What follows belongs to an exercise in optimizing a design on an open flow for small area, a short achievable clock period and few clock cycles per item; a production flow would make more cautious choices.
Only simulation tests tie the RTL to the original design; equivalence was not proved.
Power and IR drop assume default switching activity.

==> design.v <==
module booth (
    input  wire        clk  ,
    input  wire        rst_n,
    input  wire [15:0] x    ,
    input  wire [15:0] y    ,
    input  wire        start,
    output wire [31:0] z    ,
    output wire        busy
);
assign busy = 1'b0;
wire one0_0, two0_0;
menc0 ue0_0 (.y2(y[1]), .y1(y[0]), .one(one0_0), .two(two0_0));
wire one1_0, two1_0;
menc ue1_0 (.y2(y[3]), .y1(y[2]), .y0(y[1]), .one(one1_0), .two(two1_0));
wire one2_0, two2_0;
menc ue2_0 (.y2(y[5]), .y1(y[4]), .y0(y[3]), .one(one2_0), .two(two2_0));
wire one3_0, two3_0;
menc ue3_0 (.y2(y[7]), .y1(y[6]), .y0(y[5]), .one(one3_0), .two(two3_0));
wire one4_0, two4_0;
menc ue4_0 (.y2(y[9]), .y1(y[8]), .y0(y[7]), .one(one4_0), .two(two4_0));
wire one5_0, two5_0;
menc ue5_0 (.y2(y[11]), .y1(y[10]), .y0(y[9]), .one(one5_0), .two(two5_0));
wire one6_0, two6_0;
menc ue6_0 (.y2(y[13]), .y1(y[12]), .y0(y[11]), .one(one6_0), .two(two6_0));
wire one7_0, two7_0;
menc ue7_0 (.y2(y[15]), .y1(y[14]), .y0(y[13]), .one(one7_0), .two(two7_0));
wire pp0_0;
mbs0 upp0_0 (.xj(x[0]), .one(one0_0), .neg(y[1]), .pp(pp0_0));
wire pp0_1;
mbs upp0_1 (.xj(x[1]), .xm(x[0]), .one(one0_0), .two(two0_0), .neg(y[1]), .pp(pp0_1));
wire pp0_2;
mbs upp0_2 (.xj(x[2]), .xm(x[1]), .one(one0_0), .two(two0_0), .neg(y[1]), .pp(pp0_2));
wire pp0_3;
mbs upp0_3 (.xj(x[3]), .xm(x[2]), .one(one0_0), .two(two0_0), .neg(y[1]), .pp(pp0_3));
wire pp0_4;
mbs upp0_4 (.xj(x[4]), .xm(x[3]), .one(one0_0), .two(two0_0), .neg(y[1]), .pp(pp0_4));
wire pp0_5;
mbs upp0_5 (.xj(x[5]), .xm(x[4]), .one(one0_0), .two(two0_0), .neg(y[1]), .pp(pp0_5));
wire pp0_6;
mbs upp0_6 (.xj(x[6]), .xm(x[5]), .one(one0_0), .two(two0_0), .neg(y[1]), .pp(pp0_6));
wire pp0_7;
mbs upp0_7 (.xj(x[7]), .xm(x[6]), .one(one0_0), .two(two0_0), .neg(y[1]), .pp(pp0_7));
wire pp0_8;
mbs upp0_8 (.xj(x[8]), .xm(x[7]), .one(one0_0), .two(two0_0), .neg(y[1]), .pp(pp0_8));
wire pp0_9;
mbs upp0_9 (.xj(x[9]), .xm(x[8]), .one(one0_0), .two(two0_0), .neg(y[1]), .pp(pp0_9));
wire pp0_10;
mbs upp0_10 (.xj(x[10]), .xm(x[9]), .one(one0_0), .two(two0_0), .neg(y[1]), .pp(pp0_10));
wire pp0_11;
mbs upp0_11 (.xj(x[11]), .xm(x[10]), .one(one0_0), .two(two0_0), .neg(y[1]), .pp(pp0_11));
wire pp0_12;
mbs upp0_12 (.xj(x[12]), .xm(x[11]), .one(one0_0), .two(two0_0), .neg(y[1]), .pp(pp0_12));
wire pp0_13;
mbs upp0_13 (.xj(x[13]), .xm(x[12]), .one(one0_0), .two(two0_0), .neg(y[1]), .pp(pp0_13));
wire pp0_14;
mbs upp0_14 (.xj(x[14]), .xm(x[13]), .one(one0_0), .two(two0_0), .neg(y[1]), .pp(pp0_14));
wire pp0_15;
mbs upp0_15 (.xj(x[15]), .xm(x[14]), .one(one0_0), .two(two0_0), .neg(y[1]), .pp(pp0_15));
wire pp0_16;
mbsn upp0_16 (.xj(x[15]), .xm(x[15]), .one(one0_0), .two(two0_0), .neg(y[1]), .pp(pp0_16));
wire s0n;
minv us0n (.a(pp0_16), .y(s0n));
wire pp1_0;
mbs0 upp1_0 (.xj(x[0]), .one(one1_0), .neg(y[3]), .pp(pp1_0));
wire pp1_1;
mbs upp1_1 (.xj(x[1]), .xm(x[0]), .one(one1_0), .two(two1_0), .neg(y[3]), .pp(pp1_1));
wire pp1_2;
mbs upp1_2 (.xj(x[2]), .xm(x[1]), .one(one1_0), .two(two1_0), .neg(y[3]), .pp(pp1_2));
wire pp1_3;
mbs upp1_3 (.xj(x[3]), .xm(x[2]), .one(one1_0), .two(two1_0), .neg(y[3]), .pp(pp1_3));
wire pp1_4;
mbs upp1_4 (.xj(x[4]), .xm(x[3]), .one(one1_0), .two(two1_0), .neg(y[3]), .pp(pp1_4));
wire pp1_5;
mbs upp1_5 (.xj(x[5]), .xm(x[4]), .one(one1_0), .two(two1_0), .neg(y[3]), .pp(pp1_5));
wire pp1_6;
mbs upp1_6 (.xj(x[6]), .xm(x[5]), .one(one1_0), .two(two1_0), .neg(y[3]), .pp(pp1_6));
wire pp1_7;
mbs upp1_7 (.xj(x[7]), .xm(x[6]), .one(one1_0), .two(two1_0), .neg(y[3]), .pp(pp1_7));
wire pp1_8;
mbs upp1_8 (.xj(x[8]), .xm(x[7]), .one(one1_0), .two(two1_0), .neg(y[3]), .pp(pp1_8));
wire pp1_9;
mbs upp1_9 (.xj(x[9]), .xm(x[8]), .one(one1_0), .two(two1_0), .neg(y[3]), .pp(pp1_9));
wire pp1_10;
mbs upp1_10 (.xj(x[10]), .xm(x[9]), .one(one1_0), .two(two1_0), .neg(y[3]), .pp(pp1_10));
wire pp1_11;
mbs upp1_11 (.xj(x[11]), .xm(x[10]), .one(one1_0), .two(two1_0), .neg(y[3]), .pp(pp1_11));
wire pp1_12;
mbs upp1_12 (.xj(x[12]), .xm(x[11]), .one(one1_0), .two(two1_0), .neg(y[3]), .pp(pp1_12));
wire pp1_13;
mbs upp1_13 (.xj(x[13]), .xm(x[12]), .one(one1_0), .two(two1_0), .neg(y[3]), .pp(pp1_13));
wire pp1_14;
mbs upp1_14 (.xj(x[14]), .xm(x[13]), .one(one1_0), .two(two1_0), .neg(y[3]), .pp(pp1_14));
wire pp1_15;
mbs upp1_15 (.xj(x[15]), .xm(x[14]), .one(one1_0), .two(two1_0), .neg(y[3]), .pp(pp1_15));
wire pp1_16;
mbsn upp1_16 (.xj(x[15]), .xm(x[15]), .one(one1_0), .two(two1_0), .neg(y[3]), .pp(pp1_16));
wire pp2_0;
mbs0 upp2_0 (.xj(x[0]), .one(one2_0), .neg(y[5]), .pp(pp2_0));
wire pp2_1;
mbs upp2_1 (.xj(x[1]), .xm(x[0]), .one(one2_0), .two(two2_0), .neg(y[5]), .pp(pp2_1));
wire pp2_2;
mbs upp2_2 (.xj(x[2]), .xm(x[1]), .one(one2_0), .two(two2_0), .neg(y[5]), .pp(pp2_2));
wire pp2_3;
mbs upp2_3 (.xj(x[3]), .xm(x[2]), .one(one2_0), .two(two2_0), .neg(y[5]), .pp(pp2_3));
wire pp2_4;
mbs upp2_4 (.xj(x[4]), .xm(x[3]), .one(one2_0), .two(two2_0), .neg(y[5]), .pp(pp2_4));
wire pp2_5;
mbs upp2_5 (.xj(x[5]), .xm(x[4]), .one(one2_0), .two(two2_0), .neg(y[5]), .pp(pp2_5));
wire pp2_6;
mbs upp2_6 (.xj(x[6]), .xm(x[5]), .one(one2_0), .two(two2_0), .neg(y[5]), .pp(pp2_6));
wire pp2_7;
mbs upp2_7 (.xj(x[7]), .xm(x[6]), .one(one2_0), .two(two2_0), .neg(y[5]), .pp(pp2_7));
wire pp2_8;
mbs upp2_8 (.xj(x[8]), .xm(x[7]), .one(one2_0), .two(two2_0), .neg(y[5]), .pp(pp2_8));
wire pp2_9;
mbs upp2_9 (.xj(x[9]), .xm(x[8]), .one(one2_0), .two(two2_0), .neg(y[5]), .pp(pp2_9));
wire pp2_10;
mbs upp2_10 (.xj(x[10]), .xm(x[9]), .one(one2_0), .two(two2_0), .neg(y[5]), .pp(pp2_10));
wire pp2_11;
mbs upp2_11 (.xj(x[11]), .xm(x[10]), .one(one2_0), .two(two2_0), .neg(y[5]), .pp(pp2_11));
wire pp2_12;
mbs upp2_12 (.xj(x[12]), .xm(x[11]), .one(one2_0), .two(two2_0), .neg(y[5]), .pp(pp2_12));
wire pp2_13;
mbs upp2_13 (.xj(x[13]), .xm(x[12]), .one(one2_0), .two(two2_0), .neg(y[5]), .pp(pp2_13));
wire pp2_14;
mbs upp2_14 (.xj(x[14]), .xm(x[13]), .one(one2_0), .two(two2_0), .neg(y[5]), .pp(pp2_14));
wire pp2_15;
mbs upp2_15 (.xj(x[15]), .xm(x[14]), .one(one2_0), .two(two2_0), .neg(y[5]), .pp(pp2_15));
wire pp2_16;
mbsn upp2_16 (.xj(x[15]), .xm(x[15]), .one(one2_0), .two(two2_0), .neg(y[5]), .pp(pp2_16));
wire pp3_0;
mbs0 upp3_0 (.xj(x[0]), .one(one3_0), .neg(y[7]), .pp(pp3_0));
wire pp3_1;
mbs upp3_1 (.xj(x[1]), .xm(x[0]), .one(one3_0), .two(two3_0), .neg(y[7]), .pp(pp3_1));
wire pp3_2;
mbs upp3_2 (.xj(x[2]), .xm(x[1]), .one(one3_0), .two(two3_0), .neg(y[7]), .pp(pp3_2));
wire pp3_3;
mbs upp3_3 (.xj(x[3]), .xm(x[2]), .one(one3_0), .two(two3_0), .neg(y[7]), .pp(pp3_3));
wire pp3_4;
mbs upp3_4 (.xj(x[4]), .xm(x[3]), .one(one3_0), .two(two3_0), .neg(y[7]), .pp(pp3_4));
wire pp3_5;
mbs upp3_5 (.xj(x[5]), .xm(x[4]), .one(one3_0), .two(two3_0), .neg(y[7]), .pp(pp3_5));
wire pp3_6;
mbs upp3_6 (.xj(x[6]), .xm(x[5]), .one(one3_0), .two(two3_0), .neg(y[7]), .pp(pp3_6));
wire pp3_7;
mbs upp3_7 (.xj(x[7]), .xm(x[6]), .one(one3_0), .two(two3_0), .neg(y[7]), .pp(pp3_7));
wire pp3_8;
mbs upp3_8 (.xj(x[8]), .xm(x[7]), .one(one3_0), .two(two3_0), .neg(y[7]), .pp(pp3_8));
wire pp3_9;
mbs upp3_9 (.xj(x[9]), .xm(x[8]), .one(one3_0), .two(two3_0), .neg(y[7]), .pp(pp3_9));
wire pp3_10;
mbs upp3_10 (.xj(x[10]), .xm(x[9]), .one(one3_0), .two(two3_0), .neg(y[7]), .pp(pp3_10));
wire pp3_11;
mbs upp3_11 (.xj(x[11]), .xm(x[10]), .one(one3_0), .two(two3_0), .neg(y[7]), .pp(pp3_11));
wire pp3_12;
mbs upp3_12 (.xj(x[12]), .xm(x[11]), .one(one3_0), .two(two3_0), .neg(y[7]), .pp(pp3_12));
wire pp3_13;
mbs upp3_13 (.xj(x[13]), .xm(x[12]), .one(one3_0), .two(two3_0), .neg(y[7]), .pp(pp3_13));
wire pp3_14;
mbs upp3_14 (.xj(x[14]), .xm(x[13]), .one(one3_0), .two(two3_0), .neg(y[7]), .pp(pp3_14));
wire pp3_15;
mbs upp3_15 (.xj(x[15]), .xm(x[14]), .one(one3_0), .two(two3_0), .neg(y[7]), .pp(pp3_15));
wire pp3_16;
mbsn upp3_16 (.xj(x[15]), .xm(x[15]), .one(one3_0), .two(two3_0), .neg(y[7]), .pp(pp3_16));
wire pp4_0;
mbs0 upp4_0 (.xj(x[0]), .one(one4_0), .neg(y[9]), .pp(pp4_0));
wire pp4_1;
mbs upp4_1 (.xj(x[1]), .xm(x[0]), .one(one4_0), .two(two4_0), .neg(y[9]), .pp(pp4_1));
wire pp4_2;
mbs upp4_2 (.xj(x[2]), .xm(x[1]), .one(one4_0), .two(two4_0), .neg(y[9]), .pp(pp4_2));
wire pp4_3;
mbs upp4_3 (.xj(x[3]), .xm(x[2]), .one(one4_0), .two(two4_0), .neg(y[9]), .pp(pp4_3));
wire pp4_4;
mbs upp4_4 (.xj(x[4]), .xm(x[3]), .one(one4_0), .two(two4_0), .neg(y[9]), .pp(pp4_4));
wire pp4_5;
mbs upp4_5 (.xj(x[5]), .xm(x[4]), .one(one4_0), .two(two4_0), .neg(y[9]), .pp(pp4_5));
wire pp4_6;
mbs upp4_6 (.xj(x[6]), .xm(x[5]), .one(one4_0), .two(two4_0), .neg(y[9]), .pp(pp4_6));
wire pp4_7;
mbs upp4_7 (.xj(x[7]), .xm(x[6]), .one(one4_0), .two(two4_0), .neg(y[9]), .pp(pp4_7));
wire pp4_8;
mbs upp4_8 (.xj(x[8]), .xm(x[7]), .one(one4_0), .two(two4_0), .neg(y[9]), .pp(pp4_8));
wire pp4_9;
mbs upp4_9 (.xj(x[9]), .xm(x[8]), .one(one4_0), .two(two4_0), .neg(y[9]), .pp(pp4_9));
wire pp4_10;
mbs upp4_10 (.xj(x[10]), .xm(x[9]), .one(one4_0), .two(two4_0), .neg(y[9]), .pp(pp4_10));
wire pp4_11;
mbs upp4_11 (.xj(x[11]), .xm(x[10]), .one(one4_0), .two(two4_0), .neg(y[9]), .pp(pp4_11));
wire pp4_12;
mbs upp4_12 (.xj(x[12]), .xm(x[11]), .one(one4_0), .two(two4_0), .neg(y[9]), .pp(pp4_12));
wire pp4_13;
mbs upp4_13 (.xj(x[13]), .xm(x[12]), .one(one4_0), .two(two4_0), .neg(y[9]), .pp(pp4_13));
wire pp4_14;
mbs upp4_14 (.xj(x[14]), .xm(x[13]), .one(one4_0), .two(two4_0), .neg(y[9]), .pp(pp4_14));
wire pp4_15;
mbs upp4_15 (.xj(x[15]), .xm(x[14]), .one(one4_0), .two(two4_0), .neg(y[9]), .pp(pp4_15));
wire pp4_16;
mbsn upp4_16 (.xj(x[15]), .xm(x[15]), .one(one4_0), .two(two4_0), .neg(y[9]), .pp(pp4_16));
wire pp5_0;
mbs0 upp5_0 (.xj(x[0]), .one(one5_0), .neg(y[11]), .pp(pp5_0));
wire pp5_1;
mbs upp5_1 (.xj(x[1]), .xm(x[0]), .one(one5_0), .two(two5_0), .neg(y[11]), .pp(pp5_1));
wire pp5_2;
mbs upp5_2 (.xj(x[2]), .xm(x[1]), .one(one5_0), .two(two5_0), .neg(y[11]), .pp(pp5_2));
wire pp5_3;
mbs upp5_3 (.xj(x[3]), .xm(x[2]), .one(one5_0), .two(two5_0), .neg(y[11]), .pp(pp5_3));
wire pp5_4;
mbs upp5_4 (.xj(x[4]), .xm(x[3]), .one(one5_0), .two(two5_0), .neg(y[11]), .pp(pp5_4));
wire pp5_5;
mbs upp5_5 (.xj(x[5]), .xm(x[4]), .one(one5_0), .two(two5_0), .neg(y[11]), .pp(pp5_5));
wire pp5_6;
mbs upp5_6 (.xj(x[6]), .xm(x[5]), .one(one5_0), .two(two5_0), .neg(y[11]), .pp(pp5_6));
wire pp5_7;
mbs upp5_7 (.xj(x[7]), .xm(x[6]), .one(one5_0), .two(two5_0), .neg(y[11]), .pp(pp5_7));
wire pp5_8;
mbs upp5_8 (.xj(x[8]), .xm(x[7]), .one(one5_0), .two(two5_0), .neg(y[11]), .pp(pp5_8));
wire pp5_9;
mbs upp5_9 (.xj(x[9]), .xm(x[8]), .one(one5_0), .two(two5_0), .neg(y[11]), .pp(pp5_9));
wire pp5_10;
mbs upp5_10 (.xj(x[10]), .xm(x[9]), .one(one5_0), .two(two5_0), .neg(y[11]), .pp(pp5_10));
wire pp5_11;
mbs upp5_11 (.xj(x[11]), .xm(x[10]), .one(one5_0), .two(two5_0), .neg(y[11]), .pp(pp5_11));
wire pp5_12;
mbs upp5_12 (.xj(x[12]), .xm(x[11]), .one(one5_0), .two(two5_0), .neg(y[11]), .pp(pp5_12));
wire pp5_13;
mbs upp5_13 (.xj(x[13]), .xm(x[12]), .one(one5_0), .two(two5_0), .neg(y[11]), .pp(pp5_13));
wire pp5_14;
mbs upp5_14 (.xj(x[14]), .xm(x[13]), .one(one5_0), .two(two5_0), .neg(y[11]), .pp(pp5_14));
wire pp5_15;
mbs upp5_15 (.xj(x[15]), .xm(x[14]), .one(one5_0), .two(two5_0), .neg(y[11]), .pp(pp5_15));
wire pp5_16;
mbsn upp5_16 (.xj(x[15]), .xm(x[15]), .one(one5_0), .two(two5_0), .neg(y[11]), .pp(pp5_16));
wire pp6_0;
mbs0 upp6_0 (.xj(x[0]), .one(one6_0), .neg(y[13]), .pp(pp6_0));
wire pp6_1;
mbs upp6_1 (.xj(x[1]), .xm(x[0]), .one(one6_0), .two(two6_0), .neg(y[13]), .pp(pp6_1));
wire pp6_2;
mbs upp6_2 (.xj(x[2]), .xm(x[1]), .one(one6_0), .two(two6_0), .neg(y[13]), .pp(pp6_2));
wire pp6_3;
mbs upp6_3 (.xj(x[3]), .xm(x[2]), .one(one6_0), .two(two6_0), .neg(y[13]), .pp(pp6_3));
wire pp6_4;
mbs upp6_4 (.xj(x[4]), .xm(x[3]), .one(one6_0), .two(two6_0), .neg(y[13]), .pp(pp6_4));
wire pp6_5;
mbs upp6_5 (.xj(x[5]), .xm(x[4]), .one(one6_0), .two(two6_0), .neg(y[13]), .pp(pp6_5));
wire pp6_6;
mbs upp6_6 (.xj(x[6]), .xm(x[5]), .one(one6_0), .two(two6_0), .neg(y[13]), .pp(pp6_6));
wire pp6_7;
mbs upp6_7 (.xj(x[7]), .xm(x[6]), .one(one6_0), .two(two6_0), .neg(y[13]), .pp(pp6_7));
wire pp6_8;
mbs upp6_8 (.xj(x[8]), .xm(x[7]), .one(one6_0), .two(two6_0), .neg(y[13]), .pp(pp6_8));
wire pp6_9;
mbs upp6_9 (.xj(x[9]), .xm(x[8]), .one(one6_0), .two(two6_0), .neg(y[13]), .pp(pp6_9));
wire pp6_10;
mbs upp6_10 (.xj(x[10]), .xm(x[9]), .one(one6_0), .two(two6_0), .neg(y[13]), .pp(pp6_10));
wire pp6_11;
mbs upp6_11 (.xj(x[11]), .xm(x[10]), .one(one6_0), .two(two6_0), .neg(y[13]), .pp(pp6_11));
wire pp6_12;
mbs upp6_12 (.xj(x[12]), .xm(x[11]), .one(one6_0), .two(two6_0), .neg(y[13]), .pp(pp6_12));
wire pp6_13;
mbs upp6_13 (.xj(x[13]), .xm(x[12]), .one(one6_0), .two(two6_0), .neg(y[13]), .pp(pp6_13));
wire pp6_14;
mbs upp6_14 (.xj(x[14]), .xm(x[13]), .one(one6_0), .two(two6_0), .neg(y[13]), .pp(pp6_14));
wire pp6_15;
mbs upp6_15 (.xj(x[15]), .xm(x[14]), .one(one6_0), .two(two6_0), .neg(y[13]), .pp(pp6_15));
wire pp6_16;
mbsn upp6_16 (.xj(x[15]), .xm(x[15]), .one(one6_0), .two(two6_0), .neg(y[13]), .pp(pp6_16));
wire pp7_0;
mbs0 upp7_0 (.xj(x[0]), .one(one7_0), .neg(y[15]), .pp(pp7_0));
wire pp7_1;
mbs upp7_1 (.xj(x[1]), .xm(x[0]), .one(one7_0), .two(two7_0), .neg(y[15]), .pp(pp7_1));
wire pp7_2;
mbs upp7_2 (.xj(x[2]), .xm(x[1]), .one(one7_0), .two(two7_0), .neg(y[15]), .pp(pp7_2));
wire pp7_3;
mbs upp7_3 (.xj(x[3]), .xm(x[2]), .one(one7_0), .two(two7_0), .neg(y[15]), .pp(pp7_3));
wire pp7_4;
mbs upp7_4 (.xj(x[4]), .xm(x[3]), .one(one7_0), .two(two7_0), .neg(y[15]), .pp(pp7_4));
wire pp7_5;
mbs upp7_5 (.xj(x[5]), .xm(x[4]), .one(one7_0), .two(two7_0), .neg(y[15]), .pp(pp7_5));
wire pp7_6;
mbs upp7_6 (.xj(x[6]), .xm(x[5]), .one(one7_0), .two(two7_0), .neg(y[15]), .pp(pp7_6));
wire pp7_7;
mbs upp7_7 (.xj(x[7]), .xm(x[6]), .one(one7_0), .two(two7_0), .neg(y[15]), .pp(pp7_7));
wire pp7_8;
mbs upp7_8 (.xj(x[8]), .xm(x[7]), .one(one7_0), .two(two7_0), .neg(y[15]), .pp(pp7_8));
wire pp7_9;
mbs upp7_9 (.xj(x[9]), .xm(x[8]), .one(one7_0), .two(two7_0), .neg(y[15]), .pp(pp7_9));
wire pp7_10;
mbs upp7_10 (.xj(x[10]), .xm(x[9]), .one(one7_0), .two(two7_0), .neg(y[15]), .pp(pp7_10));
wire pp7_11;
mbs upp7_11 (.xj(x[11]), .xm(x[10]), .one(one7_0), .two(two7_0), .neg(y[15]), .pp(pp7_11));
wire pp7_12;
mbs upp7_12 (.xj(x[12]), .xm(x[11]), .one(one7_0), .two(two7_0), .neg(y[15]), .pp(pp7_12));
wire pp7_13;
mbs upp7_13 (.xj(x[13]), .xm(x[12]), .one(one7_0), .two(two7_0), .neg(y[15]), .pp(pp7_13));
wire pp7_14;
mbs upp7_14 (.xj(x[14]), .xm(x[13]), .one(one7_0), .two(two7_0), .neg(y[15]), .pp(pp7_14));
wire pp7_15;
mbs upp7_15 (.xj(x[15]), .xm(x[14]), .one(one7_0), .two(two7_0), .neg(y[15]), .pp(pp7_15));
wire pp7_16;
mbsn upp7_16 (.xj(x[15]), .xm(x[15]), .one(one7_0), .two(two7_0), .neg(y[15]), .pp(pp7_16));
wire s1, c2;
mha us1 (.a(y[3]), .b(pp0_2), .s(s1), .co(c2));
wire s3, c4;
mha us3 (.a(pp0_3), .b(pp1_1), .s(s3), .co(c4));
wire s5, c6;
mfa us5 (.a(y[5]), .b(pp0_4), .c(pp1_2), .s(s5), .co(c6));
wire s7, c8;
mha us7 (.a(pp2_0), .b(c4), .s(s7), .co(c8));
wire s9, c10;
mfa us9 (.a(pp0_5), .b(pp1_3), .c(pp2_1), .s(s9), .co(c10));
wire s11, c12;
mha us11 (.a(c6), .b(c8), .s(s11), .co(c12));
wire s13, c14;
mfa us13 (.a(y[7]), .b(pp0_6), .c(pp1_4), .s(s13), .co(c14));
wire s15, c16;
mfa us15 (.a(pp2_2), .b(pp3_0), .c(c10), .s(s15), .co(c16));
wire s17, c18;
mha us17 (.a(s13), .b(c12), .s(s17), .co(c18));
wire s19, c20;
mfa us19 (.a(pp0_7), .b(pp1_5), .c(pp2_3), .s(s19), .co(c20));
wire s21, c22;
mfa us21 (.a(pp3_1), .b(c14), .c(s19), .s(s21), .co(c22));
wire s23, c24;
mha us23 (.a(c16), .b(c18), .s(s23), .co(c24));
wire s25, c26;
mfa us25 (.a(y[9]), .b(pp0_8), .c(pp1_6), .s(s25), .co(c26));
wire s27, c28;
mfa us27 (.a(pp2_4), .b(pp3_2), .c(pp4_0), .s(s27), .co(c28));
wire s29, c30;
mfa us29 (.a(c20), .b(s25), .c(s27), .s(s29), .co(c30));
wire s31, c32;
mha us31 (.a(c22), .b(s29), .s(s31), .co(c32));
wire s33, c34;
mfa us33 (.a(pp0_9), .b(pp1_7), .c(pp2_5), .s(s33), .co(c34));
wire s35, c36;
mfa us35 (.a(pp3_3), .b(pp4_1), .c(c26), .s(s35), .co(c36));
wire s37, c38;
mfa us37 (.a(c28), .b(s33), .c(s35), .s(s37), .co(c38));
wire s39, c40;
mha us39 (.a(c30), .b(c32), .s(s39), .co(c40));
wire s41, c42;
mfa us41 (.a(y[11]), .b(pp0_10), .c(pp1_8), .s(s41), .co(c42));
wire s43, c44;
mfa us43 (.a(pp2_6), .b(pp3_4), .c(pp4_2), .s(s43), .co(c44));
wire s45, c46;
mfa us45 (.a(pp5_0), .b(c34), .c(s41), .s(s45), .co(c46));
wire s47, c48;
mfa us47 (.a(s43), .b(c36), .c(s45), .s(s47), .co(c48));
wire s49, c50;
mha us49 (.a(c38), .b(c40), .s(s49), .co(c50));
wire s51, c52;
mfa us51 (.a(pp0_11), .b(pp1_9), .c(pp2_7), .s(s51), .co(c52));
wire s53, c54;
mfa us53 (.a(pp3_5), .b(pp4_3), .c(pp5_1), .s(s53), .co(c54));
wire s55, c56;
mfa us55 (.a(c42), .b(c44), .c(s51), .s(s55), .co(c56));
wire s57, c58;
mfa us57 (.a(s53), .b(c46), .c(s55), .s(s57), .co(c58));
wire s59, c60;
mha us59 (.a(c48), .b(s57), .s(s59), .co(c60));
wire s61, c62;
mfa us61 (.a(y[13]), .b(pp0_12), .c(pp1_10), .s(s61), .co(c62));
wire s63, c64;
mfa us63 (.a(pp2_8), .b(pp3_6), .c(pp4_4), .s(s63), .co(c64));
wire s65, c66;
mfa us65 (.a(pp5_2), .b(pp6_0), .c(c52), .s(s65), .co(c66));
wire s67, c68;
mfa us67 (.a(c54), .b(s61), .c(s63), .s(s67), .co(c68));
wire s69, c70;
mfa us69 (.a(s65), .b(c56), .c(s67), .s(s69), .co(c70));
wire s71, c72;
mha us71 (.a(c58), .b(s69), .s(s71), .co(c72));
wire s73, c74;
mfa us73 (.a(pp0_13), .b(pp1_11), .c(pp2_9), .s(s73), .co(c74));
wire s75, c76;
mfa us75 (.a(pp3_7), .b(pp4_5), .c(pp5_3), .s(s75), .co(c76));
wire s77, c78;
mfa us77 (.a(pp6_1), .b(c62), .c(c64), .s(s77), .co(c78));
wire s79, c80;
mfa us79 (.a(s73), .b(s75), .c(c66), .s(s79), .co(c80));
wire s81, c82;
mfa us81 (.a(s77), .b(c68), .c(s79), .s(s81), .co(c82));
wire s83, c84;
mha us83 (.a(c70), .b(c72), .s(s83), .co(c84));
wire s85, c86;
mfa us85 (.a(y[15]), .b(pp0_14), .c(pp1_12), .s(s85), .co(c86));
wire s87, c88;
mfa us87 (.a(pp2_10), .b(pp3_8), .c(pp4_6), .s(s87), .co(c88));
wire s89, c90;
mfa us89 (.a(pp5_4), .b(pp6_2), .c(pp7_0), .s(s89), .co(c90));
wire s91, c92;
mfa us91 (.a(c74), .b(c76), .c(s85), .s(s91), .co(c92));
wire s93, c94;
mfa us93 (.a(s87), .b(s89), .c(c78), .s(s93), .co(c94));
wire s95, c96;
mfa us95 (.a(s91), .b(c80), .c(s93), .s(s95), .co(c96));
wire s97, c98;
mha us97 (.a(c82), .b(s95), .s(s97), .co(c98));
wire s99, c100;
mfa us99 (.a(pp0_15), .b(pp1_13), .c(pp2_11), .s(s99), .co(c100));
wire s101, c102;
mfa us101 (.a(pp3_9), .b(pp4_7), .c(pp5_5), .s(s101), .co(c102));
wire s103, c104;
mfa us103 (.a(pp6_3), .b(pp7_1), .c(c86), .s(s103), .co(c104));
wire s105, c106;
mfa us105 (.a(c88), .b(c90), .c(s99), .s(s105), .co(c106));
wire s107, c108;
mfa us107 (.a(s101), .b(s103), .c(c92), .s(s107), .co(c108));
wire s109, c110;
mfa us109 (.a(s105), .b(c94), .c(s107), .s(s109), .co(c110));
wire s111, c112;
mha us111 (.a(c96), .b(s109), .s(s111), .co(c112));
wire s113, c114;
mfa us113 (.a(s0n), .b(pp1_14), .c(pp2_12), .s(s113), .co(c114));
wire s115, c116;
mfa us115 (.a(pp3_10), .b(pp4_8), .c(pp5_6), .s(s115), .co(c116));
wire s117, c118;
mfa us117 (.a(pp6_4), .b(pp7_2), .c(c100), .s(s117), .co(c118));
wire s119, c120;
mfa us119 (.a(c102), .b(s113), .c(s115), .s(s119), .co(c120));
wire s121, c122;
mfa us121 (.a(c104), .b(s117), .c(c106), .s(s121), .co(c122));
wire s123, c124;
mfa us123 (.a(s119), .b(c108), .c(s121), .s(s123), .co(c124));
wire s125, c126;
mha us125 (.a(c110), .b(s123), .s(s125), .co(c126));
wire s127, c128;
mfa us127 (.a(s0n), .b(pp1_15), .c(pp2_13), .s(s127), .co(c128));
wire s129, c130;
mfa us129 (.a(pp3_11), .b(pp4_9), .c(pp5_7), .s(s129), .co(c130));
wire s131, c132;
mfa us131 (.a(pp6_5), .b(pp7_3), .c(c114), .s(s131), .co(c132));
wire s133, c134;
mfa us133 (.a(c116), .b(s127), .c(s129), .s(s133), .co(c134));
wire s135, c136;
mfa us135 (.a(c118), .b(s131), .c(c120), .s(s135), .co(c136));
wire s137, c138;
mfa us137 (.a(s133), .b(c122), .c(s135), .s(s137), .co(c138));
wire s139, c140;
mha us139 (.a(c124), .b(s137), .s(s139), .co(c140));
wire s141, c142;
mfa us141 (.a(pp0_16), .b(pp1_16), .c(pp2_14), .s(s141), .co(c142));
wire s143, c144;
mfa us143 (.a(pp3_12), .b(pp4_10), .c(pp5_8), .s(s143), .co(c144));
wire s145, c146;
mfa us145 (.a(pp6_6), .b(pp7_4), .c(c128), .s(s145), .co(c146));
wire s147, c148;
mfa us147 (.a(c130), .b(s141), .c(s143), .s(s147), .co(c148));
wire s149, c150;
mfa us149 (.a(c132), .b(s145), .c(c134), .s(s149), .co(c150));
wire s151, c152;
mfa us151 (.a(s147), .b(c136), .c(s149), .s(s151), .co(c152));
wire s153, c154;
mha us153 (.a(c138), .b(s151), .s(s153), .co(c154));
wire s155;
minv us155 (.a(pp2_15), .y(s155));
wire s156, c157;
mfa us156 (.a(pp3_13), .b(pp4_11), .c(pp5_9), .s(s156), .co(c157));
wire s158, c159;
mfa us158 (.a(pp6_7), .b(pp7_5), .c(s155), .s(s158), .co(c159));
wire s160, c161;
mfa us160 (.a(c142), .b(c144), .c(s156), .s(s160), .co(c161));
wire s162, c163;
mfa us162 (.a(s158), .b(c146), .c(c148), .s(s162), .co(c163));
wire s164, c165;
mfa us164 (.a(s160), .b(c150), .c(s162), .s(s164), .co(c165));
wire s166, c167;
mha us166 (.a(c152), .b(s164), .s(s166), .co(c167));
wire s168, c169;
mfa us168 (.a(pp2_16), .b(pp3_14), .c(pp4_12), .s(s168), .co(c169));
wire s170, c171;
mfa us170 (.a(pp5_10), .b(pp6_8), .c(pp7_6), .s(s170), .co(c171));
wire s172, c173;
mfa us172 (.a(pp2_15), .b(c157), .c(s168), .s(s172), .co(c173));
wire s174, c175;
mfa us174 (.a(s170), .b(c159), .c(c161), .s(s174), .co(c175));
wire s176, c177;
mfa us176 (.a(s172), .b(c163), .c(s174), .s(s176), .co(c177));
wire s178, c179;
mha us178 (.a(c165), .b(s176), .s(s178), .co(c179));
wire s180;
minv us180 (.a(pp3_15), .y(s180));
wire s181, c182;
mfa us181 (.a(pp4_13), .b(pp5_11), .c(pp6_9), .s(s181), .co(c182));
wire s183, c184;
mfa us183 (.a(pp7_7), .b(s180), .c(c169), .s(s183), .co(c184));
wire s185, c186;
mfa us185 (.a(c171), .b(s181), .c(s183), .s(s185), .co(c186));
wire s187, c188;
mfa us187 (.a(c173), .b(c175), .c(s185), .s(s187), .co(c188));
wire s189, c190;
mha us189 (.a(c177), .b(s187), .s(s189), .co(c190));
wire s191, c192;
mfa us191 (.a(pp3_16), .b(pp4_14), .c(pp5_12), .s(s191), .co(c192));
wire s193, c194;
mfa us193 (.a(pp6_10), .b(pp7_8), .c(pp3_15), .s(s193), .co(c194));
wire s195, c196;
mfa us195 (.a(c182), .b(s191), .c(s193), .s(s195), .co(c196));
wire s197, c198;
mfa us197 (.a(c184), .b(s195), .c(c186), .s(s197), .co(c198));
wire s199, c200;
mha us199 (.a(c188), .b(s197), .s(s199), .co(c200));
wire s201;
minv us201 (.a(pp4_15), .y(s201));
wire s202, c203;
mfa us202 (.a(pp5_13), .b(pp6_11), .c(pp7_9), .s(s202), .co(c203));
wire s204, c205;
mfa us204 (.a(s201), .b(c192), .c(c194), .s(s204), .co(c205));
wire s206, c207;
mfa us206 (.a(s202), .b(s204), .c(c196), .s(s206), .co(c207));
wire s208, c209;
mha us208 (.a(s206), .b(c198), .s(s208), .co(c209));
wire s210, c211;
mfa us210 (.a(pp4_16), .b(pp5_14), .c(pp6_12), .s(s210), .co(c211));
wire s212, c213;
mfa us212 (.a(pp7_10), .b(pp4_15), .c(c203), .s(s212), .co(c213));
wire s214, c215;
mfa us214 (.a(s210), .b(c205), .c(s212), .s(s214), .co(c215));
wire s216, c217;
mha us216 (.a(c207), .b(s214), .s(s216), .co(c217));
wire s218;
minv us218 (.a(pp5_15), .y(s218));
wire s219, c220;
mfa us219 (.a(pp6_13), .b(pp7_11), .c(s218), .s(s219), .co(c220));
wire s221, c222;
mfa us221 (.a(c211), .b(s219), .c(c213), .s(s221), .co(c222));
wire s223, c224;
mha us223 (.a(c215), .b(s221), .s(s223), .co(c224));
wire s225, c226;
mfa us225 (.a(pp5_16), .b(pp6_14), .c(pp7_12), .s(s225), .co(c226));
wire s227, c228;
mfa us227 (.a(pp5_15), .b(s225), .c(c220), .s(s227), .co(c228));
wire s229, c230;
mha us229 (.a(s227), .b(c222), .s(s229), .co(c230));
wire s231;
minv us231 (.a(pp6_15), .y(s231));
wire s232, c233;
mfa us232 (.a(pp7_13), .b(s231), .c(c226), .s(s232), .co(c233));
wire s234, c235;
mha us234 (.a(s232), .b(c228), .s(s234), .co(c235));
wire s236, c237;
mfa us236 (.a(pp6_16), .b(pp7_14), .c(pp6_15), .s(s236), .co(c237));
wire s238, c239;
mha us238 (.a(s236), .b(c233), .s(s238), .co(c239));
wire s240;
minv us240 (.a(pp7_15), .y(s240));
wire s241, c242;
mfa us241 (.a(s240), .b(c237), .c(c239), .s(s241), .co(c242));
wire s243, c244;
mfa us243 (.a(pp7_16), .b(pp7_15), .c(c242), .s(s243), .co(c244));
wire s245;
minv us245 (.a(c244), .y(s245));
wire lp1, lg2;
mha ulp1 (.a(pp0_0), .b(y[1]), .s(lp1), .co(lg2));
wire lp3, lg4;
mha ulp3 (.a(pp1_0), .b(s1), .s(lp3), .co(lg4));
wire lp5, lg6;
mha ulp5 (.a(c2), .b(s3), .s(lp5), .co(lg6));
wire lp7, lg8;
mha ulp7 (.a(s5), .b(s7), .s(lp7), .co(lg8));
wire lp9, lg10;
mha ulp9 (.a(s9), .b(s11), .s(lp9), .co(lg10));
wire lp11, lg12;
mha ulp11 (.a(s15), .b(s17), .s(lp11), .co(lg12));
wire lp13, lg14;
mha ulp13 (.a(s21), .b(s23), .s(lp13), .co(lg14));
wire lq15;
mand ulq15 (.a(lp3), .b(pp0_1), .y(lq15));
wire lg16;
mao ulg16 (.g1(lg8), .p1(lp7), .g0(lg6), .g(lg16));
wire lq17;
mand ulq17 (.a(lp7), .b(lp5), .y(lq17));
wire lg18;
mao ulg18 (.g1(lg12), .p1(lp11), .g0(lg10), .g(lg18));
wire lq19;
mand ulq19 (.a(lp11), .b(lp9), .y(lq19));
wire lg20;
mao ulg20 (.g1(lg4), .p1(lq15), .g0(lg2), .g(lg20));
wire lg21;
mao ulg21 (.g1(lg18), .p1(lq19), .g0(lg16), .g(lg21));
wire lq22;
mand ulq22 (.a(lq19), .b(lq17), .y(lq22));
wire lg23;
mao ulg23 (.g1(lg21), .p1(lq22), .g0(lg20), .g(lg23));
wire lg24;
mao ulg24 (.g1(lg16), .p1(lq17), .g0(lg20), .g(lg24));
wire la25;
mand ula25 (.a(pp0_1), .b(lg2), .y(la25));
wire lg26;
mao ulg26 (.g1(lg6), .p1(lp5), .g0(lg20), .g(lg26));
wire lg27;
mao ulg27 (.g1(lg10), .p1(lp9), .g0(lg24), .g(lg27));
wire lg28;
mao ulg28 (.g1(lg14), .p1(lp13), .g0(lg23), .g(lg28));
wire ls29;
mxor uls29 (.a(pp0_1), .b(lg2), .y(ls29));
wire ls30;
mxor uls30 (.a(lp3), .b(la25), .y(ls30));
wire ls31;
mxor uls31 (.a(lp5), .b(lg20), .y(ls31));
wire ls32;
mxor uls32 (.a(lp7), .b(lg26), .y(ls32));
wire ls33;
mxor uls33 (.a(lp9), .b(lg24), .y(ls33));
wire ls34;
mxor uls34 (.a(lp11), .b(lg27), .y(ls34));
wire ls35;
mxor uls35 (.a(lp13), .b(lg23), .y(ls35));
reg [8:0] qlo;
reg [23:0] qa;
reg [20:0] qb;
wire hp36, hg37;
mha uhp36 (.a(qa[0]), .b(qb[0]), .s(hp36), .co(hg37));
wire hp38, hg39;
mha uhp38 (.a(qa[1]), .b(qb[1]), .s(hp38), .co(hg39));
wire hp40, hg41;
mha uhp40 (.a(qa[2]), .b(qb[2]), .s(hp40), .co(hg41));
wire hp42, hg43;
mha uhp42 (.a(qa[3]), .b(qb[3]), .s(hp42), .co(hg43));
wire hp44, hg45;
mha uhp44 (.a(qa[4]), .b(qb[4]), .s(hp44), .co(hg45));
wire hp46, hg47;
mha uhp46 (.a(qa[5]), .b(qb[5]), .s(hp46), .co(hg47));
wire hp48, hg49;
mha uhp48 (.a(qa[6]), .b(qb[6]), .s(hp48), .co(hg49));
wire hp50, hg51;
mha uhp50 (.a(qa[7]), .b(qb[7]), .s(hp50), .co(hg51));
wire hp52, hg53;
mha uhp52 (.a(qa[8]), .b(qb[8]), .s(hp52), .co(hg53));
wire hp54, hg55;
mha uhp54 (.a(qa[9]), .b(qb[9]), .s(hp54), .co(hg55));
wire hp56, hg57;
mha uhp56 (.a(qa[10]), .b(qb[10]), .s(hp56), .co(hg57));
wire hp58, hg59;
mha uhp58 (.a(qa[11]), .b(qb[11]), .s(hp58), .co(hg59));
wire hp60, hg61;
mha uhp60 (.a(qa[12]), .b(qb[12]), .s(hp60), .co(hg61));
wire hp62, hg63;
mha uhp62 (.a(qa[13]), .b(qb[13]), .s(hp62), .co(hg63));
wire hp64, hg65;
mha uhp64 (.a(qa[14]), .b(qb[14]), .s(hp64), .co(hg65));
wire hp66, hg67;
mha uhp66 (.a(qa[15]), .b(qb[15]), .s(hp66), .co(hg67));
wire hp68, hg69;
mha uhp68 (.a(qa[16]), .b(qb[16]), .s(hp68), .co(hg69));
wire hp70, hg71;
mha uhp70 (.a(qa[17]), .b(qb[17]), .s(hp70), .co(hg71));
wire hp72, hg73;
mha uhp72 (.a(qa[18]), .b(qb[18]), .s(hp72), .co(hg73));
wire hp74, hg75;
mha uhp74 (.a(qa[19]), .b(qb[19]), .s(hp74), .co(hg75));
wire hp76, hg77;
mha uhp76 (.a(qa[20]), .b(qb[20]), .s(hp76), .co(hg77));
wire hg78;
mao uhg78 (.g1(hg37), .p1(hp36), .g0(qlo[8]), .g(hg78));
wire hg79;
mao uhg79 (.g1(hg41), .p1(hp40), .g0(hg39), .g(hg79));
wire hq80;
mand uhq80 (.a(hp40), .b(hp38), .y(hq80));
wire hg81;
mao uhg81 (.g1(hg45), .p1(hp44), .g0(hg43), .g(hg81));
wire hq82;
mand uhq82 (.a(hp44), .b(hp42), .y(hq82));
wire hg83;
mao uhg83 (.g1(hg49), .p1(hp48), .g0(hg47), .g(hg83));
wire hq84;
mand uhq84 (.a(hp48), .b(hp46), .y(hq84));
wire hg85;
mao uhg85 (.g1(hg53), .p1(hp52), .g0(hg51), .g(hg85));
wire hq86;
mand uhq86 (.a(hp52), .b(hp50), .y(hq86));
wire hg87;
mao uhg87 (.g1(hg57), .p1(hp56), .g0(hg55), .g(hg87));
wire hq88;
mand uhq88 (.a(hp56), .b(hp54), .y(hq88));
wire hg89;
mao uhg89 (.g1(hg61), .p1(hp60), .g0(hg59), .g(hg89));
wire hq90;
mand uhq90 (.a(hp60), .b(hp58), .y(hq90));
wire hg91;
mao uhg91 (.g1(hg65), .p1(hp64), .g0(hg63), .g(hg91));
wire hq92;
mand uhq92 (.a(hp64), .b(hp62), .y(hq92));
wire hg93;
mao uhg93 (.g1(hg69), .p1(hp68), .g0(hg67), .g(hg93));
wire hq94;
mand uhq94 (.a(hp68), .b(hp66), .y(hq94));
wire hg95;
mao uhg95 (.g1(hg73), .p1(hp72), .g0(hg71), .g(hg95));
wire hq96;
mand uhq96 (.a(hp72), .b(hp70), .y(hq96));
wire hg97;
mao uhg97 (.g1(hg77), .p1(hp76), .g0(hg75), .g(hg97));
wire hq98;
mand uhq98 (.a(hp76), .b(hp74), .y(hq98));
wire hq99;
mand uhq99 (.a(qa[22]), .b(qa[21]), .y(hq99));
wire hg100;
mao uhg100 (.g1(hg79), .p1(hq80), .g0(hg78), .g(hg100));
wire hg101;
mao uhg101 (.g1(hg83), .p1(hq84), .g0(hg81), .g(hg101));
wire hq102;
mand uhq102 (.a(hq84), .b(hq82), .y(hq102));
wire hg103;
mao uhg103 (.g1(hg87), .p1(hq88), .g0(hg85), .g(hg103));
wire hq104;
mand uhq104 (.a(hq88), .b(hq86), .y(hq104));
wire hg105;
mao uhg105 (.g1(hg91), .p1(hq92), .g0(hg89), .g(hg105));
wire hq106;
mand uhq106 (.a(hq92), .b(hq90), .y(hq106));
wire hg107;
mao uhg107 (.g1(hg95), .p1(hq96), .g0(hg93), .g(hg107));
wire hq108;
mand uhq108 (.a(hq96), .b(hq94), .y(hq108));
wire ha109;
mand uha109 (.a(hq99), .b(hg97), .y(ha109));
wire hq110;
mand uhq110 (.a(hq99), .b(hq98), .y(hq110));
wire hg111;
mao uhg111 (.g1(hg101), .p1(hq102), .g0(hg100), .g(hg111));
wire hg112;
mao uhg112 (.g1(hg105), .p1(hq106), .g0(hg103), .g(hg112));
wire hq113;
mand uhq113 (.a(hq106), .b(hq104), .y(hq113));
wire hg114;
mao uhg114 (.g1(ha109), .p1(hq110), .g0(hg107), .g(hg114));
wire hq115;
mand uhq115 (.a(hq110), .b(hq108), .y(hq115));
wire hg116;
mao uhg116 (.g1(hg112), .p1(hq113), .g0(hg111), .g(hg116));
wire hg117;
mao uhg117 (.g1(hg114), .p1(hq115), .g0(hg116), .g(hg117));
wire hg118;
mao uhg118 (.g1(hg103), .p1(hq104), .g0(hg111), .g(hg118));
wire hg119;
mao uhg119 (.g1(hg107), .p1(hq108), .g0(hg116), .g(hg119));
wire hg120;
mao uhg120 (.g1(hg81), .p1(hq82), .g0(hg100), .g(hg120));
wire hg121;
mao uhg121 (.g1(hg85), .p1(hq86), .g0(hg111), .g(hg121));
wire hg122;
mao uhg122 (.g1(hg89), .p1(hq90), .g0(hg118), .g(hg122));
wire hg123;
mao uhg123 (.g1(hg93), .p1(hq94), .g0(hg116), .g(hg123));
wire hg124;
mao uhg124 (.g1(hg97), .p1(hq98), .g0(hg119), .g(hg124));
wire hg125;
mao uhg125 (.g1(hg39), .p1(hp38), .g0(hg78), .g(hg125));
wire hg126;
mao uhg126 (.g1(hg43), .p1(hp42), .g0(hg100), .g(hg126));
wire hg127;
mao uhg127 (.g1(hg47), .p1(hp46), .g0(hg120), .g(hg127));
wire hg128;
mao uhg128 (.g1(hg51), .p1(hp50), .g0(hg111), .g(hg128));
wire hg129;
mao uhg129 (.g1(hg55), .p1(hp54), .g0(hg121), .g(hg129));
wire hg130;
mao uhg130 (.g1(hg59), .p1(hp58), .g0(hg118), .g(hg130));
wire hg131;
mao uhg131 (.g1(hg63), .p1(hp62), .g0(hg122), .g(hg131));
wire hg132;
mao uhg132 (.g1(hg67), .p1(hp66), .g0(hg116), .g(hg132));
wire hg133;
mao uhg133 (.g1(hg71), .p1(hp70), .g0(hg123), .g(hg133));
wire hg134;
mao uhg134 (.g1(hg75), .p1(hp74), .g0(hg119), .g(hg134));
wire ha135;
mand uha135 (.a(qa[21]), .b(hg124), .y(ha135));
wire ha136;
mand uha136 (.a(qa[23]), .b(hg117), .y(ha136));
wire hs137;
mxor uhs137 (.a(hp36), .b(qlo[8]), .y(hs137));
wire hs138;
mxor uhs138 (.a(hp38), .b(hg78), .y(hs138));
wire hs139;
mxor uhs139 (.a(hp40), .b(hg125), .y(hs139));
wire hs140;
mxor uhs140 (.a(hp42), .b(hg100), .y(hs140));
wire hs141;
mxor uhs141 (.a(hp44), .b(hg126), .y(hs141));
wire hs142;
mxor uhs142 (.a(hp46), .b(hg120), .y(hs142));
wire hs143;
mxor uhs143 (.a(hp48), .b(hg127), .y(hs143));
wire hs144;
mxor uhs144 (.a(hp50), .b(hg111), .y(hs144));
wire hs145;
mxor uhs145 (.a(hp52), .b(hg128), .y(hs145));
wire hs146;
mxor uhs146 (.a(hp54), .b(hg121), .y(hs146));
wire hs147;
mxor uhs147 (.a(hp56), .b(hg129), .y(hs147));
wire hs148;
mxor uhs148 (.a(hp58), .b(hg118), .y(hs148));
wire hs149;
mxor uhs149 (.a(hp60), .b(hg130), .y(hs149));
wire hs150;
mxor uhs150 (.a(hp62), .b(hg122), .y(hs150));
wire hs151;
mxor uhs151 (.a(hp64), .b(hg131), .y(hs151));
wire hs152;
mxor uhs152 (.a(hp66), .b(hg116), .y(hs152));
wire hs153;
mxor uhs153 (.a(hp68), .b(hg132), .y(hs153));
wire hs154;
mxor uhs154 (.a(hp70), .b(hg123), .y(hs154));
wire hs155;
mxor uhs155 (.a(hp72), .b(hg133), .y(hs155));
wire hs156;
mxor uhs156 (.a(hp74), .b(hg119), .y(hs156));
wire hs157;
mxor uhs157 (.a(hp76), .b(hg134), .y(hs157));
wire hs158;
mxor uhs158 (.a(qa[21]), .b(hg124), .y(hs158));
wire hs159;
mxor uhs159 (.a(qa[22]), .b(ha135), .y(hs159));
wire hs160;
mxor uhs160 (.a(qa[23]), .b(hg117), .y(hs160));
assign z = {hs160, hs159, hs158, hs157, hs156, hs155, hs154, hs153, hs152, hs151, hs150, hs149, hs148, hs147, hs146, hs145, hs144, hs143, hs142, hs141, hs140, hs139, hs138, hs137, qlo[7], qlo[6], qlo[5], qlo[4], qlo[3], qlo[2], qlo[1], qlo[0]};
always @(posedge clk)
    if (start) begin
        qlo <= {lg28, ls35, ls34, ls33, ls32, ls31, ls30, ls29, lp1};
        qa <= {s245, s243, s241, c235, c230, c224, c217, c209, c200, c190, c179, c167, c154, c140, c126, c112, c98, c84, s81, c60, c50, s47, s37, c24};
        qb <= {s238, s234, s229, s223, s216, s208, s199, s189, s178, s166, s153, s139, s125, s111, s97, s83, s71, s59, s49, s39, s31};
    end
endmodule
module menc (input wire y2, input wire y1, input wire y0, output wire one, output wire two);
assign one = y1 ^ y0;
assign two = (y2 & ~y1 & ~y0) | (~y2 & y1 & y0);
endmodule
module menc0 (input wire y2, input wire y1, output wire one, output wire two);
assign one = y1;
assign two = y2 & ~y1;
endmodule
module mbs (input wire xj, input wire xm, input wire one, input wire two, input wire neg, output wire pp);
assign pp = ((one & xj) | (two & xm)) ^ neg;
endmodule
module mbs0 (input wire xj, input wire one, input wire neg, output wire pp);
assign pp = (one & xj) ^ neg;
endmodule
module mbsn (input wire xj, input wire xm, input wire one, input wire two, input wire neg, output wire pp);
assign pp = ~(((one & xj) | (two & xm)) ^ neg);
endmodule
module mfa (input wire a, input wire b, input wire c, output wire s, output wire co);
assign s  = a ^ b ^ c;
assign co = (a & b) | (a & c) | (b & c);
endmodule
module mha (input wire a, input wire b, output wire s, output wire co);
assign s  = a ^ b;
assign co = a & b;
endmodule
module minv (input wire a, output wire y);
assign y = ~a;
endmodule
module mand (input wire a, input wire b, output wire y);
assign y = a & b;
endmodule
module mxor (input wire a, input wire b, output wire y);
assign y = a ^ b;
endmodule
module mao (input wire g1, input wire p1, input wire g0, output wire g);
assign g = g1 | (p1 & g0);
endmodule
==> flow/run.sh <==
#!/bin/bash
set -euo pipefail
export BUFFER_PORTS_ARGS="-buffer_cell sky130_fd_sc_hd__buf_2"
export PRE_FLOORPLAN_TCL="$PWD/flow/downsize.tcl"
bash standard.sh > standard.log 2>&1
==> flow/downsize.tcl <==
# Start the layout from the smallest drive strength of each combinational
# cell that synthesis picked; timing repair later sizes up what it needs.
set db [ord::get_db]
set block [ord::get_db_block]
set n 0
foreach inst [$block getInsts] {
  set m [[$inst getMaster] getName]
  if {![regexp {^(sky130_fd_sc_hd__([a-z0-9]+))_([0-9]+)$} $m -> base short drive]} { continue }
  if {[regexp {^(s?e?df|dl|conb|tap|fill|decap|clk)} $short]} { continue }
  foreach d {0 1 2} {
    if {$d >= $drive} { break }
    set cand ${base}_$d
    set cm [$db findMaster $cand]
    if {$cm eq "NULL" || $cm eq ""} { continue }
    replace_cell [$inst getName] $cand
    incr n
    break
  }
}
puts "downsize.tcl: resized $n instances"
==> standard.sh <==
#!/bin/bash
# synth_recipe.tcl (not shown) runs the flow's synth.tcl, then flattens the netlist and writes it again
# the make line also repeats each setting of config.mk as NAME=value (left out here)
make -C /OpenROAD-flow-scripts/flow DESIGN_CONFIG=/design/flow/config.mk WORK_HOME=/design/flow/orfs CLKGATE_MAP_FILE= SYNTH_SCRIPT=/design/flow/synth_recipe.tcl "${@:-finish}"
==> config.mk <==
export PLATFORM = sky130hd
export DESIGN_NAME = booth
export DESIGN_NICKNAME = booth
export VERILOG_FILES = /design/flow/design.v
export SDC_FILE = /design/flow/constraint.sdc
export NUM_CORES = 4
export LEC_CHECK = 0
export CAP_MARGIN = 20
export CORE_MARGIN = 2
export CORE_UTILIZATION = 40
export SETUP_SLACK_MARGIN = 0.2
export SLEW_MARGIN = 20
export SYNTH_HIERARCHICAL = 1
export SYNTH_MINIMUM_KEEP_SIZE = 0
==> constraint.sdc <==
create_clock -name core_clock -period 4.0 [get_ports {clk}]
set_input_delay 0.8000 -clock core_clock [delete_from_list [all_inputs] [get_ports {clk}]]
set_output_delay 0.8000 -clock core_clock [all_outputs]
set_load 0.01 [all_outputs]
==> impl_metrics.env, run 1 <==
export IMPL_dp_hpwl_um=14600
export IMPL_clk_pin_slew_ns=0.07
export IMPL_crit_chain="buf_6, nand2b_4, o22ai_4, buf_6, buf_6, a22oi_2, xnor2_2, fa_1, fa_2, fa_1, fa_1, ha_1"
export IMPL_vias=5568
export IMPL_cpPeakStageDelay_ns=0.49
export IMPL_dr_first_iter_drc_count=349
export IMPL_crit_family="adder cells"
export IMPL_drive_gt1_share_pct=29.59
export IMPL_instances_no_fill=1003
export IMPL_cp_slowest_cell="fa_1"
export IMPL_max_slew_margin_pct=39.09
export IMPL_fill_cells=1599
export IMPL_setup_viol=0
export IMPL_cts_buffers=5
export IMPL_power_density_nw_per_um2=683.8
export IMPL_root_buffer="clkbuf_16"
export IMPL_routed_via_density=5.551
export IMPL_grt_max_degree=37
export IMPL_grt_setup_unrepaired="yes"
export IMPL_rows=49
export IMPL_ys_warn_count=7
export IMPL_worstPathMaxFanout=4
export IMPL_cts_sinks=54
export IMPL_grt_overflow=0
export IMPL_first_global_vias=5885
export IMPL_cts_buffer_depth=2
export IMPL_grt_pass1_wl_um=30570
export IMPL_cellLeakagePower_nw=3.836
export IMPL_cp_num_buf_inv=3
export IMPL_worst_pin_slew_ns=0.9137
export IMPL_criticalPathCategory="in -> reg"
export IMPL_min_delay_path_class="in -> reg"
export IMPL_dieWidth_um=140.5
export IMPL_wl_per_cell_um=18.79
export IMPL_antenna_found_initial=0
export IMPL_design_core_area_um2=18150
export IMPL_cts_htree_levels=2
export IMPL_routabilityCongestion=0.9009
export IMPL_globalRouteTotalUtil_pct=19.41
export IMPL_maxCapViolations=0
export IMPL_die_h_um=140.5
export IMPL_status="finished clean"
export IMPL_hold_depth=1
export IMPL_place_inst=985
export IMPL_io_buffers=65
export IMPL_dp_worst_setup_slack_ns=-0.2556
export IMPL_drv_slew=0
export IMPL_syn_inst=648
export IMPL_dr_pass1_iters=5
export IMPL_nets=955
export IMPL_cts_tree="done"
export IMPL_endpoint_kind="flip-flop"
export IMPL_worstPathArrival_ns=3.87
export IMPL_worst_path_stages=12
export IMPL_cts_hold_buf=0
export IMPL_fmax_ghz=0.2622
export IMPL_min_period_over_period_pct=95.34
export IMPL_drt_antenna_violating_nets=0
export IMPL_required_ns=4.05
export IMPL_ios=68
export IMPL_cp_start_kind="primary input"
export IMPL_period_needed_ns=3.814
export IMPL_routed_wl_um=18850
export IMPL_hold_violations=0
export IMPL_die_area_um2=19750
export IMPL_initial_core_util_pct=41.09
export IMPL_max_vdd_ir_drop_uv=409.6
export IMPL_diodes=0
export IMPL_route_detailed_drc=0
export IMPL_worst_slack_ns=0.1862
export IMPL_fin_util_pct=51.85
export IMPL_crit_path_end="qb[10]$_DFFE_PP_"
export IMPL_worstSetupStartpoint="y[10]"
export IMPL_syn_nets=830
[metal layers]
metal,vias to the layer above,track usage (%),routed length (µm)
met5,-,0,0
met4,0,4.684,235
met3,22,3.385,1075
met2,167,32.77,9232
met1,2791,26.18,8305
li1,2588,-,-
[area by class of cell]
type	instances	area, µm²	area share (%)
clock inverter	3	16.27	0.1728
tap	229	286.5	3.045
multi-input combinational	552	6130	65.14
clock buffer	5	125.1	1.330
inverter	8	30.03	0.3191
sequential	54	1622	17.23
timing repair buffer	152	1201	12.76
[registers in the layout, summed over array words and instances, names as in the netlist]
name and flops:
qa 24, qb 21, qlo 9
[through the flow]
step	setup TNS [ns]	hold WS (ns)	total power, W	area (µm²)
final	0	1.184	0.006435	9410
after global routing	0	1.228	0.007206	9410
after CTS	0	1.189	0.006468	9086
after detailed placement	-2.855	1.210	0.005972	8905
after global placement	-2.158	1.211	0.005828	8905
after floorplan	0	0.9125	0.004693	7721
[how the worst min path moves through the flow]
stage,from,endpoint,slack (ns)
3_3_place_gp,qlo[3]$_DFFE_PP_,z[3],1.21
3_5_place_dp,qlo[3]$_DFFE_PP_,z[3],1.21
2_1_floorplan,start,qa[0]$_DFFE_PP_,0.91
4_1_cts,start,qa[19]$_DFFE_PP_,1.19
5_1_grt,start,qa[19]$_DFFE_PP_,1.23
6_report,start,qa[19]$_DFFE_PP_,1.18
[power by group]
part | leakage [nW] | switching [W] | internal (W) | total [W]
Clock | 0.0672 | 0.000212 | 0.000229 | 0.000441
Combinational | 3.24 | 0.00245 | 0.00225 | 0.00470
Sequential | 0.525 | 0.0000863 | 0.00120 | 0.00129
Total | 3.84 | 0.00275 | 0.00368 | 0.00643
[layout by cell type, fill, tap and decap left out]
| master | instances |
|---|---|
| xnor2_2 | 8 |
| edfxtp_1 | 54 |
| a21o_4 | 1 |
| xnor2_1 | 120 |
| fa_2 | 22 |
| clkinv_2 | 1 |
| buf_6 | 6 |
| and2_0 | 25 |
| inv_1 | 8 |
| fa_1 | 70 |
| clkbuf_4 | 1 |
| nand2b_4 | 3 |
| nor2b_4 | 1 |
| a21o_2 | 1 |
| buf_2 | 57 |
| nand2_2 | 1 |
| buf_12 | 11 |
| xor2_1 | 38 |
| a21o_1 | 45 |
| nand2b_1 | 4 |
| clkbuf_16 | 7 |
| buf_4 | 74 |
| a22oi_1 | 110 |
| clkinvlp_4 | 1 |
| o22ai_4 | 6 |
| buf_8 | 1 |
| xor2_4 | 5 |
| o22ai_2 | 1 |
| clkinv_1 | 1 |
| conb_1 | 1 |
| xor2_2 | 3 |
| nand2_1 | 14 |
| a22oi_2 | 18 |
| ha_1 | 55 |
[timing repair]
action | 4_1_cts | 5_1_grt
gates cloned | 0 | 2
buffers inserted | 1 | 7
gates resized for setup | 6 | 55
endpoints found under the setup margin | 11 | 21
pin swaps | 2 | 32
Testbench counts, summed over its fixed seeds: cycles 3,200, items 3,200.
==> run 2: changes to the inputs <==
--- a/config.mk
+++ b/config.mk
@@ -8,7 +8,6 @@
 export CAP_MARGIN = 20
 export CORE_MARGIN = 2
 export CORE_UTILIZATION = 40
-export SETUP_SLACK_MARGIN = 0.2
 export SLEW_MARGIN = 20
 export SYNTH_HIERARCHICAL = 1
 export SYNTH_MINIMUM_KEEP_SIZE = 0
==> run 2 against run 1 <==
Still clean on timing, DRC and antenna. Sequential power about the same. Via count fell by 1.4%. Sequential share of layout area is 1.2 points higher. First-iteration DRC count increased by 22%. Worst setup slack worse by 0.019 ns. Critical path depth decreased by 2. Die area unchanged. Clock-buffer cell count grew 2. Synthesized cell count stayed put. Clock power is 14% higher. Utilization fell by 3.4 points. Combinational power shrank 4%. Critical endpoint is now qb[8]$_DFFE_PP_. Largest cell class unchanged.
==> impl_metrics.env, run 2 <==
export IMPL_drv_slew=0
export IMPL_cts_sinks=54
export IMPL_grt_setup_unrepaired="no"
export IMPL_period_needed_ns=3.832
export IMPL_cpPeakStageDelay_ns=0.57
export IMPL_multi_input_area_um2=5768
export IMPL_min_period_over_period_pct=95.81
export IMPL_max_vdd_ir_drop_uv=421.9
export IMPL_cp_slowest_cell="fa_1"
export IMPL_crit_family="adder cells"
export IMPL_worst_slack_ns=0.1676
export IMPL_syn_inst=648
export IMPL_largest_reg_flops=24
export IMPL_maxCapViolations=0
export IMPL_max_slew_margin_pct=40.98
export IMPL_cts_tree="done"
export IMPL_globalRouteTotalUtil_pct=19.47
export IMPL_diodes=0
export IMPL_drt_antenna_violating_nets=0
export IMPL_cts_setup_buffers=0
export IMPL_route_detailed_drc=0
export IMPL_cts_resized=0
export IMPL_min_delay_path_class="in -> reg"
export IMPL_io_buffers=65
export IMPL_cp_num_buf_inv=2
export IMPL_worstPathArrival_ns=3.89
export IMPL_cts_hold_buf=0
export IMPL_root_buffer="clkbuf_16"
export IMPL_setup_viol=0
export IMPL_antenna_found_initial=0
export IMPL_routed_via_density=5.566
export IMPL_nets=938
export IMPL_rows=49
export IMPL_design_core_area_um2=18150
export IMPL_die_area_um2=19750
export IMPL_dr_first_iter_drc_count=426
export IMPL_wl_per_cell_um=18.65
export IMPL_dp_hpwl_um=14390
export IMPL_regMostFlops="qa"
export IMPL_cts_buffers=5
export IMPL_vias=5488
export IMPL_syn_nets=830
export IMPL_worst_pin_slew_ns=0.8853
export IMPL_top_layer="met4"
export IMPL_required_ns=4.05
export IMPL_grt_pass1_wl_um=30480
export IMPL_routed_wl_um=18390
export IMPL_finalSetupTns_ns=0
export IMPL_status="finished clean"
export IMPL_regArea_um2=1622
export IMPL_power_density_nw_per_um2=717.2
export IMPL_clk_pin_slew_ns=0.07
export IMPL_met2_length_um=8941
export IMPL_ios=68
export IMPL_grt_max_degree=37
export IMPL_crit_chain="buf_2, nor2b_4, buf_4, a22oi_1, xnor2_1, fa_1, fa_1, fa_1, fa_1, ha_1"
export IMPL_cts_buffer_depth=2
export IMPL_drive_gt1_share_pct=20.34
export IMPL_cp_start_kind="primary input"
export IMPL_cellLeakagePower_nw=3.649
export IMPL_final_cell_mix="128 x xnor2_1, 128 x a22oi_1, 92 x fa_1"
export IMPL_totalPowerFinal_w=0.006308
export IMPL_die_h_um=140.5
export IMPL_wl_met3_um=1123
export IMPL_dp_worst_setup_slack_ns=-0.1511
export IMPL_worstPathMaxFanout=15
export IMPL_initial_core_util_pct=41.09
export IMPL_criticalPathCategory="in -> reg"
export IMPL_hold_violations=0
export IMPL_grt_overflow=0
export IMPL_first_global_vias=5819
export IMPL_fin_util_pct=48.46
export IMPL_endpoint_kind="flip-flop"
export IMPL_worst_path_most_repeated_cell="fa_1"
export IMPL_fmax_ghz=0.2609
export IMPL_dr_pass1_iters=5
export IMPL_fill_cells=1692
export IMPL_largestRegisters="qa x24, qb x21, qlo x9"
export IMPL_cts_htree_levels=2
export IMPL_dieWidth_um=140.5
export IMPL_drt_met1_wl_um=8141
export IMPL_routabilityCongestion=0.9010
export IMPL_ys_warn_count=7
## run 2: power breakdown
group	switching [W]	total (W)	leakage (nW)	internal [W]
combinational	0.00238	0.00452	3.05	0.00214
sequential	0.0000833	0.00129	0.525	0.00120
clock	0.000207	0.000504	0.0781	0.000297
total	0.00267	0.00631	3.65	0.00364
## run 2: final cells by class
class | count | area share [%]
multi-input cells | 552 | 65.59
flip-flops and latches | 54 | 18.44
repair buffers | 135 | 10.53
well taps | 229 | 3.258
clock buffers | 7 | 1.508
clock inverters | 1 | 0.3414
inverters | 8 | 0.3414
## run 2: worst paths after layout
kind | startpoint | slack [ns] | cells after the start | to
setup / recovery | y[1] | 0.17 | 10 | qb[8]$_DFFE_PP_
hold / removal | x[0] | 1.10 | 4 | qlo[0]$_DFFE_PP_
## run 2: tightest hold or removal path, cell delays in order
cell and delay [ns]:
buf_2 0.17, nand2_1 0.09, xnor2_1 0.12, ha_1 0.12
## run 2: through the flow
stage | hold slack, ns | area (µm²) | cells
final | 1.100 | 8795 | 986
after global routing | 1.105 | 8795 | 986
after CTS | 1.098 | 8795 | 986
after detailed placement | 1.211 | 8632 | 978
after global placement | 1.211 | 8632 | 978
after floorplan | 0.9125 | 7548 | 648
## run 2: routing by layer
layer / track usage, % / vias up
met5: 0 / -
met4: 3.947 / 0
met3: 3.145 / 13
met2: 33.00 / 169
met1: 26.62 / 2761
li1: - / 2545

## afterwards: timing with drivers on the ports
The results above use ideal ports. As a check the final layouts listed here were re-extracted and re-timed, cells and wires unchanged.
Step 1: set_driving_cell puts a clkbuf_16 on clk and a buf_2 on each other input, an assumption about the parent block.
Step 2 also shifts input and output timing later by t, the mid clock arrival at the registers, as if the neighbouring blocks saw the same clock.
Three values: ideal, step 1, step 2; two values: the first two.
run | t, ns | setup WS [ns] | hold slack, ns | worst setup path after step 2 | worst register clock-pin slew, ns
run 1 | 0.349 | 0.186 / 0.193 / -0.156 | 1.184 / 1.159 / 1.242 | input to register | 0.08 / 0.08
run 2 | 0.346 | 0.168 / 0.186 / -0.160 | 1.100 / 1.077 / 1.236 | input to register | 0.08 / 0.08
Met with ideal ports but missed after step 2: setup timing in run 1 and run 2. The setup slack of run 1, which loses most, moves by +0.007 ns with the drivers and by -0.342 ns with both steps.
